This design comes from an exercise in tuning for small area and a short achievable clock period on the open sky130 flow, not from production work.
RTL that was checked went through simulation tests only; none was proved equivalent to the original. No driver is modelled on the clock port, so clocking that relies on it looks cheaper here than on a real chip.

==> delta: inputs <==
==> flow/design.v <==
module rf_aoi3(
    input  logic a1, b1, a2, b2, a3, b3,
    output logic y
);
    assign y = ~((a1 & b1) | (a2 & b2) | (a3 & b3));
endmodule
module top_5stage(
    input  logic        clk,
    input  logic        reset,
    output logic [15:0] imem_addr,
    input  logic [31:0] imem_rdata,
    output logic        dmem_re,
    output logic [15:0] dmem_addr,
    output logic [31:0] dmem_wdata,
    output logic [3:0]  dmem_wstrb,
    input  logic [31:0] dmem_rdata,
    output logic        rf_we,
    output logic [4:0]  rf_waddr,
    output logic [31:0] rf_wdata
);
    logic [15:1] pc;
    logic [31:0] instr;             
    logic [31:0] iD;                
    logic        vD;                
    logic [15:1] pD;                
    logic [31:0] A_E, B_E, C_E;     
    logic [4:0]  rd_E;
    logic [2:0]  f3_E;
    logic        opk_E, sub_E, sgn_E, xsel_E;
    logic        we_E, ld_E, br_E, sta_E, sthw_E, stw_E;    
    logic [31:0] X_M;               
    logic [15:0] Y_M;               
    logic [4:0]  rd_M;
    logic [2:0]  f3_M;
    logic        we_M, ld_M, pcsrc_M, sta_M, sthw_M, stw_M;  
    logic        ldi_M;             
    logic [31:0] LD;                
    logic [31:0] fin_W;
    logic [4:0]  rd_W;
    logic        we_W;              
    logic [31:1][31:0] rf;          
    assign imem_addr = {pc[15:2], 2'b00};
    always_ff @(posedge clk)
        instr <= imem_rdata;
    wire [6:0] op = iD[6:0];
    wire [2:0] f3 = iD[14:12];
    wire isR  = op == 7'b0110011;
    wire isIA = op == 7'b0010011;
    wire isL  = op == 7'b0000011;
    wire isS  = op == 7'b0100011;
    wire isB  = op == 7'b1100011;
    wire isU  = (op & 7'b1011111) == 7'b0010111;
    wire isI  = isIA | isL;
    wire rs1v = isR | isI | isS | isB;
    wire rs2v = isR | isS | isB;
    wire [4:0] rs1f = iD[19:15];
    wire [4:0] rs2f = iD[24:20];
    wire [4:0] rdf  = iD[11:7];
    wire stall = ld_E & (((rs1v ? rs1f : 5'd0) == rd_E) | ((rs2v ? rs2f : 5'd0) == rd_E));
    logic [31:1] s1, s2;
    always_ff @(posedge clk)
        for (int i = 1; i < 32; i++) begin
            s1[i] <= instr[19:15] == i[4:0];
            s2[i] <= instr[24:20] == i[4:0];
        end
    logic [31:0] rv1, rv2;
    logic [31:0][10:0] t1, t2;
    for (genvar b = 0; b < 32; b++) begin : g_rd
        for (genvar k = 0; k < 10; k++) begin : g_t
            rf_aoi3 u1(.a1(s1[3*k+1]), .b1(rf[3*k+1][b]), .a2(s1[3*k+2]), .b2(rf[3*k+2][b]),
                       .a3(s1[3*k+3]), .b3(rf[3*k+3][b]), .y(t1[b][k]));
            rf_aoi3 u2(.a1(s2[3*k+1]), .b1(rf[3*k+1][b]), .a2(s2[3*k+2]), .b2(rf[3*k+2][b]),
                       .a3(s2[3*k+3]), .b3(rf[3*k+3][b]), .y(t2[b][k]));
        end
        assign t1[b][10] = ~(s1[31] & rf[31][b]);
        assign t2[b][10] = ~(s2[31] & rf[31][b]);
        assign rv1[b] = ~&t1[b];
        assign rv2[b] = ~&t2[b];
    end
    wire shamt_sel = isI & (f3[1:0] == 2'b01);
    wire [31:0] imm_i = shamt_sel ? {27'd0, iD[24:20]} : {{20{iD[31]}}, iD[31:20]};
    wire [31:0] imm_s = {{20{iD[31]}}, iD[31:25], iD[11:7]};
    wire [31:0] imm_u = {iD[31:12], 12'd0};
    wire [31:0] imm_b = {{20{iD[12]}}, iD[20], iD[30:21], 1'b0};
    wire [31:0] imm = isI ? imm_i : isS ? imm_s : isU ? imm_u : isB ? imm_b : 32'd0;
    wire sllD = (isR | isIA) & (f3 == 3'b001);
    logic [31:0] rv1_rev;
    always_comb for (int i = 0; i < 32; i++) rv1_rev[i] = rv1[31-i];
    wire [15:1] dest = pD + imm_b[15:1];
    wire g = vD & ~stall;
    wire subD = (isR & (f3 == 3'b000) & (iD[31:25] != 7'd0)) | ((isR | isIA) & (f3[2:1] == 2'b01)) | isB;
    always_ff @(posedge clk) begin
        iD <= instr;
        pD <= pc;
        vD <= ~reset & ~stall;
        A_E <= rs1v ? (sllD ? rv1_rev : rv1) : 32'd0;
        B_E <= (isR ? rv2 : imm) ^ {32{subD}};
        C_E <= isB ? {16'd0, dest, 1'b0} : rv2;
        rd_E <= rdf;
        f3_E <= f3;
        opk_E <= isR | isIA;
        sub_E <= subD;
        sgn_E <= isR | (isB & ~f3[1]);
        xsel_E <= isS | isB;
    end
    always_ff @(posedge clk or posedge reset) begin
        if (reset) begin
            we_E <= 1'b0; ld_E <= 1'b0; br_E <= 1'b0;
            sta_E <= 1'b0; sthw_E <= 1'b0; stw_E <= 1'b0;
        end else begin
            we_E   <= g & ~isS & ~isB & (rdf != 5'd0);
            ld_E   <= g & isL;
            br_E   <= g & isB & (f3[2:1] != 2'b01);
            sta_E  <= g & isS & ((f3 == 3'b000) | (f3 == 3'b001) | (f3 == 3'b010));
            sthw_E <= g & isS & ((f3 == 3'b001) | (f3 == 3'b010));
            stw_E  <= g & isS & (f3 == 3'b010);
        end
    end
    wire [31:0] p = A_E ^ B_E;
    wire [31:0] gg = A_E & B_E;
    logic [31:0] G, P;
    always_comb begin
        G = gg;
        P = p;
        G[0] = gg[0] | (p[0] & sub_E);
        for (int l = 0; l < 5; l++)
            for (int i = 0; i < 32; i++)
                if ((i >> l) & 1) begin
                    G[i] = G[i] | (P[i] & G[((i >> l) << l) - 1]);
                    P[i] = P[i] & P[((i >> l) << l) - 1];
                end
    end
    wire [31:0] cin = {G[30:0], sub_E};
    wire [31:0] sum = p ^ cin;
    wire cout = G[31];
    wire ltu = ~cout;
    wire lts = p[31] ? ~cout : A_E[31];
    wire lt  = sgn_E ? lts : ltu;
    wire eq  = &p;
    wire flag = f3_E[2] ? (lt ^ f3_E[0]) : (eq ^ f3_E[0]);
    wire big = |B_E[31:5];
    wire [31:0] sr = big ? 32'd0 : (A_E >> B_E[4:0]);
    logic [31:0] sr_rev;
    always_comb for (int i = 0; i < 32; i++) sr_rev[i] = sr[31-i];
    wire is_add = ~opk_E | (f3_E == 3'b000);
    wire en_p = is_add | (f3_E == 3'b100) | (f3_E == 3'b110);
    wire en_c = is_add;
    wire en_g = opk_E & f3_E[2] & f3_E[1];
    wire en_sr = opk_E & (f3_E == 3'b101);
    wire en_sl = opk_E & (f3_E == 3'b001);
    wire en_lt = opk_E & (f3_E[2:1] == 2'b01);
    wire [31:0] res = ((p & {32{en_p}}) ^ (cin & {32{en_c}})) | (gg & {32{en_g}})
                    | (sr & {32{en_sr}}) | (sr_rev & {32{en_sl}}) | {31'd0, lt & en_lt};
    always_ff @(posedge clk) begin
        X_M <= xsel_E ? C_E : res;
        Y_M <= sum[15:0];
        rd_M <= rd_E;
        f3_M <= f3_E;
    end
    always_ff @(posedge clk or posedge reset) begin
        if (reset) begin
            we_M <= 1'b0; ld_M <= 1'b0; pcsrc_M <= 1'b0;
            sta_M <= 1'b0; sthw_M <= 1'b0; stw_M <= 1'b0;
        end else begin
            we_M <= we_E; ld_M <= ld_E; pcsrc_M <= br_E & flag;
            sta_M <= sta_E; sthw_M <= sthw_E; stw_M <= stw_E;
        end
    end
    assign dmem_re    = ld_M;
    assign dmem_addr  = Y_M;
    assign dmem_wdata = X_M;
    assign dmem_wstrb = {stw_M, stw_M, sthw_M, sta_M};
    logic [31:0] ldv;
    always_comb begin
        case (f3_M)
            3'b000: ldv = {{24{dmem_rdata[7]}}, dmem_rdata[7:0]};
            3'b001: ldv = {{16{dmem_rdata[15]}}, dmem_rdata[15:0]};
            3'b010: ldv = dmem_rdata;
            3'b100: ldv = {24'd0, dmem_rdata[7:0]};
            3'b101: ldv = {16'd0, dmem_rdata[15:0]};
            default: ldv = 32'd0;
        endcase
    end
    always_ff @(posedge clk) begin
        ldi_M <= ld_E;
        if (ldi_M & ~reset) LD <= ldv;
        fin_W <= ldi_M ? LD : X_M;
        rd_W <= rd_M;
    end
    always_ff @(posedge clk or posedge reset) begin
        if (reset) we_W <= 1'b0;
        else we_W <= we_M;
    end
    always_ff @(posedge clk) begin
        if (reset) pc <= 15'd0;
        else if (!stall) pc <= pcsrc_M ? X_M[15:1] : pc + 15'd2;
    end
    assign rf_we    = we_W;
    assign rf_waddr = rd_W;
    assign rf_wdata = fin_W;
    always_ff @(posedge clk)
        for (int i = 1; i < 32; i++)
            if (we_W && rd_W == i[4:0]) rf[i] <= fin_W;
endmodule
==> flow/flow/run.sh <==
#!/bin/bash
# Standard layout with a tighter setup repair target, plain buffers on the ports and a clock
# tree without dummy loads.
set -uo pipefail
bash standard.sh "SETUP_SLACK_MARGIN=5.9" \
  "BUFFER_PORTS_ARGS=-buffer_cell sky130_fd_sc_hd__buf_2" \
  "CTS_ARGS=-sink_clustering_enable -repair_clock_nets -dont_use_dummy_load -sink_clustering_size 30 -sink_clustering_max_diameter 90" \
  finish > make_finish.log 2>&1
==> flow/standard.sh <==
#!/bin/bash
# synth_recipe.tcl (not shown) runs the flow's synth.tcl, then flattens the netlist and writes it again
# the make line also repeats each setting of config.mk as NAME=value (left out here)
make -C /OpenROAD-flow-scripts/flow DESIGN_CONFIG=/design/flow/config.mk WORK_HOME=/design/flow/orfs CLKGATE_MAP_FILE= SYNTH_SCRIPT=/design/flow/synth_recipe.tcl "${@:-finish}"
==> flow/config.mk <==
export PLATFORM = sky130hd
export DESIGN_NAME = top_5stage
export DESIGN_NICKNAME = top_5stage
export VERILOG_FILES = /design/flow/design.v
export SDC_FILE = /design/flow/constraint.sdc
export NUM_CORES = 4
export LEC_CHECK = 0
export ABC_CLOCK_PERIOD_IN_PS = 3000
export CAP_MARGIN = 20
export CORE_MARGIN = 2
export CORE_UTILIZATION = 60
export SLEW_MARGIN = 20
export SYNTH_HIERARCHICAL = 1
export SYNTH_MINIMUM_KEEP_SIZE = 0
==> flow/constraint.sdc <==
create_clock -name core_clock -period 9.0 [get_ports {clk}]
set_input_delay 1.8000 -clock core_clock [delete_from_list [all_inputs] [get_ports {clk}]]
set_output_delay 1.8000 -clock core_clock [all_outputs]
set_load 0.01 [all_outputs]
==> ember: changes against delta <==
==> flow/design.v, changed modules only <==
module top_5stage(
    input  logic        clk,
    input  logic        reset,
    output logic [15:0] imem_addr,
    input  logic [31:0] imem_rdata,
    output logic        dmem_re,
    output logic [15:0] dmem_addr,
    output logic [31:0] dmem_wdata,
    output logic [3:0]  dmem_wstrb,
    input  logic [31:0] dmem_rdata,
    output logic        rf_we,
    output logic [4:0]  rf_waddr,
    output logic [31:0] rf_wdata
);
    logic [15:1] pc;
    logic [31:0] instr;             
    logic [31:0] iD;                
    logic        vD;                
    logic [15:1] pD;                
    logic [31:0] A_E, B_E, C_E;     
    logic [4:0]  rd_E;
    logic [2:0]  f3_E;
    logic        opk_E, sub_E, sgn_E, xsel_E;
    logic        we_E, ld_E, br_E, sta_E, sthw_E, stw_E;    
    logic [31:0] X_M;               
    logic [15:0] Y_M;               
    logic [4:0]  rd_M;
    logic [2:0]  f3_M;
    logic        we_M, ld_M, pcsrc_M, sta_M, sthw_M, stw_M;  
    logic [31:0] LD;                
    logic [31:0] fin_W;
    logic [4:0]  rd_W;
    logic        we_W;              
    logic [31:1][31:0] rf;          
    assign imem_addr = {pc[15:2], 2'b00};
    always_ff @(posedge clk)
        instr <= imem_rdata;
    wire [6:0] op = iD[6:0];
    wire [2:0] f3 = iD[14:12];
    wire isR  = op == 7'b0110011;
    wire isIA = op == 7'b0010011;
    wire isL  = op == 7'b0000011;
    wire isS  = op == 7'b0100011;
    wire isB  = op == 7'b1100011;
    wire isU  = (op & 7'b1011111) == 7'b0010111;
    wire isI  = isIA | isL;
    wire rs1v = isR | isI | isS | isB;
    wire rs2v = isR | isS | isB;
    wire [4:0] rs1f = iD[19:15];
    wire [4:0] rs2f = iD[24:20];
    wire [4:0] rdf  = iD[11:7];
    wire stall = ld_E & (((rs1v ? rs1f : 5'd0) == rd_E) | ((rs2v ? rs2f : 5'd0) == rd_E));
    logic [31:0] s1, s2;
    always_comb
        for (int i = 0; i < 32; i++) begin
            s1[i] = rs1f == i[4:0];
            s2[i] = rs2f == i[4:0];
        end
    logic [31:0] rv1, rv2;
    logic [31:0][10:0] t1, t2;
    for (genvar b = 0; b < 32; b++) begin : g_rd
        for (genvar k = 0; k < 10; k++) begin : g_t
            rf_aoi3 u1(.a1(s1[3*k+1]), .b1(rf[3*k+1][b]), .a2(s1[3*k+2]), .b2(rf[3*k+2][b]),
                       .a3(s1[3*k+3]), .b3(rf[3*k+3][b]), .y(t1[b][k]));
            rf_aoi3 u2(.a1(s2[3*k+1]), .b1(rf[3*k+1][b]), .a2(s2[3*k+2]), .b2(rf[3*k+2][b]),
                       .a3(s2[3*k+3]), .b3(rf[3*k+3][b]), .y(t2[b][k]));
        end
        assign t1[b][10] = ~(s1[31] & rf[31][b]);
        assign t2[b][10] = ~(s2[31] & rf[31][b]);
        assign rv1[b] = ~&t1[b];
        assign rv2[b] = ~&t2[b];
    end
    wire shamt_sel = isI & (f3[1:0] == 2'b01);
    wire [31:0] imm_i = shamt_sel ? {27'd0, iD[24:20]} : {{20{iD[31]}}, iD[31:20]};
    wire [31:0] imm_s = {{20{iD[31]}}, iD[31:25], iD[11:7]};
    wire [31:0] imm_u = {iD[31:12], 12'd0};
    wire [31:0] imm_b = {{20{iD[12]}}, iD[20], iD[30:21], 1'b0};
    wire [31:0] imm = isI ? imm_i : isS ? imm_s : isU ? imm_u : isB ? imm_b : 32'd0;
    wire sllD = (isR | isIA) & (f3 == 3'b001);
    logic [31:0] rv1_rev;
    always_comb for (int i = 0; i < 32; i++) rv1_rev[i] = rv1[31-i];
    wire [15:1] dest = pD + imm_b[15:1];
    wire g = vD & ~stall;
    always_ff @(posedge clk) begin
        iD <= instr;
        pD <= pc;
        vD <= ~reset & ~stall;
        A_E <= rs1v ? (sllD ? rv1_rev : rv1) : 32'd0;
        B_E <= isR ? rv2 : imm;
        C_E <= isB ? {16'd0, dest, 1'b0} : rv2;
        rd_E <= rdf;
        f3_E <= f3;
        opk_E <= isR | isIA;
        sub_E <= (isR & (f3 == 3'b000) & (iD[31:25] != 7'd0)) | ((isR | isIA) & (f3[2:1] == 2'b01)) | isB;
        sgn_E <= isR | (isB & ~f3[1]);
        xsel_E <= isS | isB;
    end
    always_ff @(posedge clk or posedge reset) begin
        if (reset) begin
            we_E <= 1'b0; ld_E <= 1'b0; br_E <= 1'b0;
            sta_E <= 1'b0; sthw_E <= 1'b0; stw_E <= 1'b0;
        end else begin
            we_E   <= g & ~isS & ~isB & (rdf != 5'd0);
            ld_E   <= g & isL;
            br_E   <= g & isB & (f3[2:1] != 2'b01);
            sta_E  <= g & isS & ((f3 == 3'b000) | (f3 == 3'b001) | (f3 == 3'b010));
            sthw_E <= g & isS & ((f3 == 3'b001) | (f3 == 3'b010));
            stw_E  <= g & isS & (f3 == 3'b010);
        end
    end
    wire [31:0] Bx = sub_E ? ~B_E : B_E;
    wire [32:0] sum33 = {1'b0, A_E} + {1'b0, Bx} + {32'd0, sub_E};
    wire [31:0] sum = sum33[31:0];
    wire cout = sum33[32];
    wire ltu = ~cout;
    wire lts = (A_E[31] ^ B_E[31]) ? A_E[31] : ~cout;
    wire lt  = sgn_E ? lts : ltu;
    wire eq  = A_E == B_E;
    wire flag = f3_E[2] ? (lt ^ f3_E[0]) : (eq ^ f3_E[0]);
    wire big = |B_E[31:5];
    wire [31:0] sr = big ? 32'd0 : (A_E >> B_E[4:0]);
    logic [31:0] sr_rev;
    always_comb for (int i = 0; i < 32; i++) sr_rev[i] = sr[31-i];
    logic [31:0] res;
    always_comb begin
        if (!opk_E) res = sum;
        else case (f3_E)
            3'b000: res = sum;
            3'b001: res = sr_rev;
            3'b010, 3'b011: res = {31'd0, lt};
            3'b100: res = A_E ^ B_E;
            3'b101: res = sr;
            3'b110: res = A_E | B_E;
            default: res = A_E & B_E;
        endcase
    end
    always_ff @(posedge clk) begin
        X_M <= xsel_E ? C_E : res;
        Y_M <= sum[15:0];
        rd_M <= rd_E;
        f3_M <= f3_E;
    end
    always_ff @(posedge clk or posedge reset) begin
        if (reset) begin
            we_M <= 1'b0; ld_M <= 1'b0; pcsrc_M <= 1'b0;
            sta_M <= 1'b0; sthw_M <= 1'b0; stw_M <= 1'b0;
        end else begin
            we_M <= we_E; ld_M <= ld_E; pcsrc_M <= br_E & flag;
            sta_M <= sta_E; sthw_M <= sthw_E; stw_M <= stw_E;
        end
    end
    assign dmem_re    = ld_M;
    assign dmem_addr  = Y_M;
    assign dmem_wdata = X_M;
    assign dmem_wstrb = {stw_M, stw_M, sthw_M, sta_M};
    logic [31:0] ldv;
    always_comb begin
        case (f3_M)
            3'b000: ldv = {{24{dmem_rdata[7]}}, dmem_rdata[7:0]};
            3'b001: ldv = {{16{dmem_rdata[15]}}, dmem_rdata[15:0]};
            3'b010: ldv = dmem_rdata;
            3'b100: ldv = {24'd0, dmem_rdata[7:0]};
            3'b101: ldv = {16'd0, dmem_rdata[15:0]};
            default: ldv = 32'd0;
        endcase
    end
    always_ff @(posedge clk) begin
        if (ld_M) LD <= ldv;
        fin_W <= ld_M ? LD : X_M;
        rd_W <= rd_M;
    end
    always_ff @(posedge clk or posedge reset) begin
        if (reset) we_W <= 1'b0;
        else we_W <= we_M;
    end
    always_ff @(posedge clk) begin
        if (reset) pc <= 15'd0;
        else if (!stall) pc <= pcsrc_M ? X_M[15:1] : pc + 15'd2;
    end
    assign rf_we    = we_W;
    assign rf_waddr = rd_W;
    assign rf_wdata = fin_W;
    always_ff @(posedge clk)
        for (int i = 1; i < 32; i++)
            if (we_W && rd_W == i[4:0]) rf[i] <= fin_W;
endmodule
==> flow/flow/run.sh (replaced) <==
#!/bin/bash
# Standard layout with a tighter setup repair target and plain buffers on the ports.
set -uo pipefail
bash standard.sh "SETUP_SLACK_MARGIN=5.8" "BUFFER_PORTS_ARGS=-buffer_cell sky130_fd_sc_hd__buf_4" finish > make_finish.log 2>&1
- CORE_UTILIZATION: 60 -> 40
==> juniper: changes against delta <==
--- a/flow/design.v
+++ b/flow/design.v
@@ -35,3 +35,2 @@
     logic        we_M, ld_M, pcsrc_M, sta_M, sthw_M, stw_M;  
-    logic        ldi_M;             
     logic [31:0] LD;                
@@ -184,5 +183,4 @@
     always_ff @(posedge clk) begin
-        ldi_M <= ld_E;
-        if (ldi_M & ~reset) LD <= ldv;
-        fin_W <= ldi_M ? LD : X_M;
+        if (ld_M) LD <= ldv;
+        fin_W <= ld_M ? LD : X_M;
         rd_W <= rd_M;
==> flow/flow/run.sh (replaced) <==
#!/bin/bash
# Standard layout with a tighter setup repair target, plain buffers on the ports and a clock
# tree without dummy loads.
set -uo pipefail
bash standard.sh "SETUP_SLACK_MARGIN=6.1" \
  "BUFFER_PORTS_ARGS=-buffer_cell sky130_fd_sc_hd__buf_2" \
  "CTS_ARGS=-sink_clustering_enable -repair_clock_nets -dont_use_dummy_load -sink_clustering_size 30 -sink_clustering_max_diameter 100" \
  finish > make_finish.log 2>&1
- CORE_UTILIZATION: 60 -> 55
==> results.json <==
{
  "final_layout_size_suffix_gt1_share_pct": 22.6,
  "critical_path_class": "flop to flop",
  "number_of_ordinary_and_repair_buffers_in_the_finished_layout": 483,
  "timing.critical_path.to": "A_E[1]$_SDFF_PP0_",
  "data_required_time_at_the_worst_endpoint_ns": 9.63,
  "run_status": "finished clean"
}
That was ember.
==> results.json <==
{
  "critical_path_class": "flop to flop",
  "timing.hold.worst_endpoint": "iD[27]$_DFF_P_",
  "number_of_ordinary_and_repair_buffers_in_the_finished_layout": 457,
  "powerSeq_mw": 7.15,
  "final_layout_size_suffix_gt1_share_pct": 18.4,
  "min-delay-path-class": "flop to flop",
  "r2r-end": "A_E[21]$_SDFF_PP0_",
  "timing.critical_path.to": "A_E[21]$_SDFF_PP0_",
  "run_status": "finished clean",
  "cts.path.max_buffers": 3,
  "post_synth_and_or_nand_nor_area_fraction_pct": 6.90,
  "antenna_found_initial": 12
}
That was delta.
==> results.json <==
{
  "run_status": "finished clean",
  "timing.critical_path.to": "dmem_re",
  "final_layout_size_suffix_gt1_share_pct": 21.5,
  "number_of_ordinary_and_repair_buffers_in_the_finished_layout": 510,
  "data_required_time_at_the_worst_endpoint_ns": 7.20,
  "critical_path_class": "flop to output pin"
}
That was juniper.
No functional check of the RTL was part of delta and ember.

==> separate check: timing with driven ports <==
How much do the figures lean on ideal ports? The routed layouts below were timed once more, with nothing changed but the port constraints.
Step 1, drivers: a clkbuf_16 drives clk and a buf_2 each remaining input, both assumed.
Step 2 times the ports against the registers' clock, not the clock port: input delays grow and output delays shrink by t, the midpoint of the rising clock arrivals with the driver on.
Three values: ideal ports, drivers, drivers and shift; two values: the first two.
run	shift t [ns]	setup WS [ns]	worst setup path after step 2
delta	0.786	5.770 / 5.727 / 5.770	register to register
ember	0.855	5.662 / 5.617 / 5.662	register to register
juniper	0.770	5.816 / 5.736 / 5.461	input to register
After both steps setup and hold are still met in every run listed. The setup slack of juniper, which loses most, moves by -0.080 ns with the drivers and by -0.355 ns with both steps.
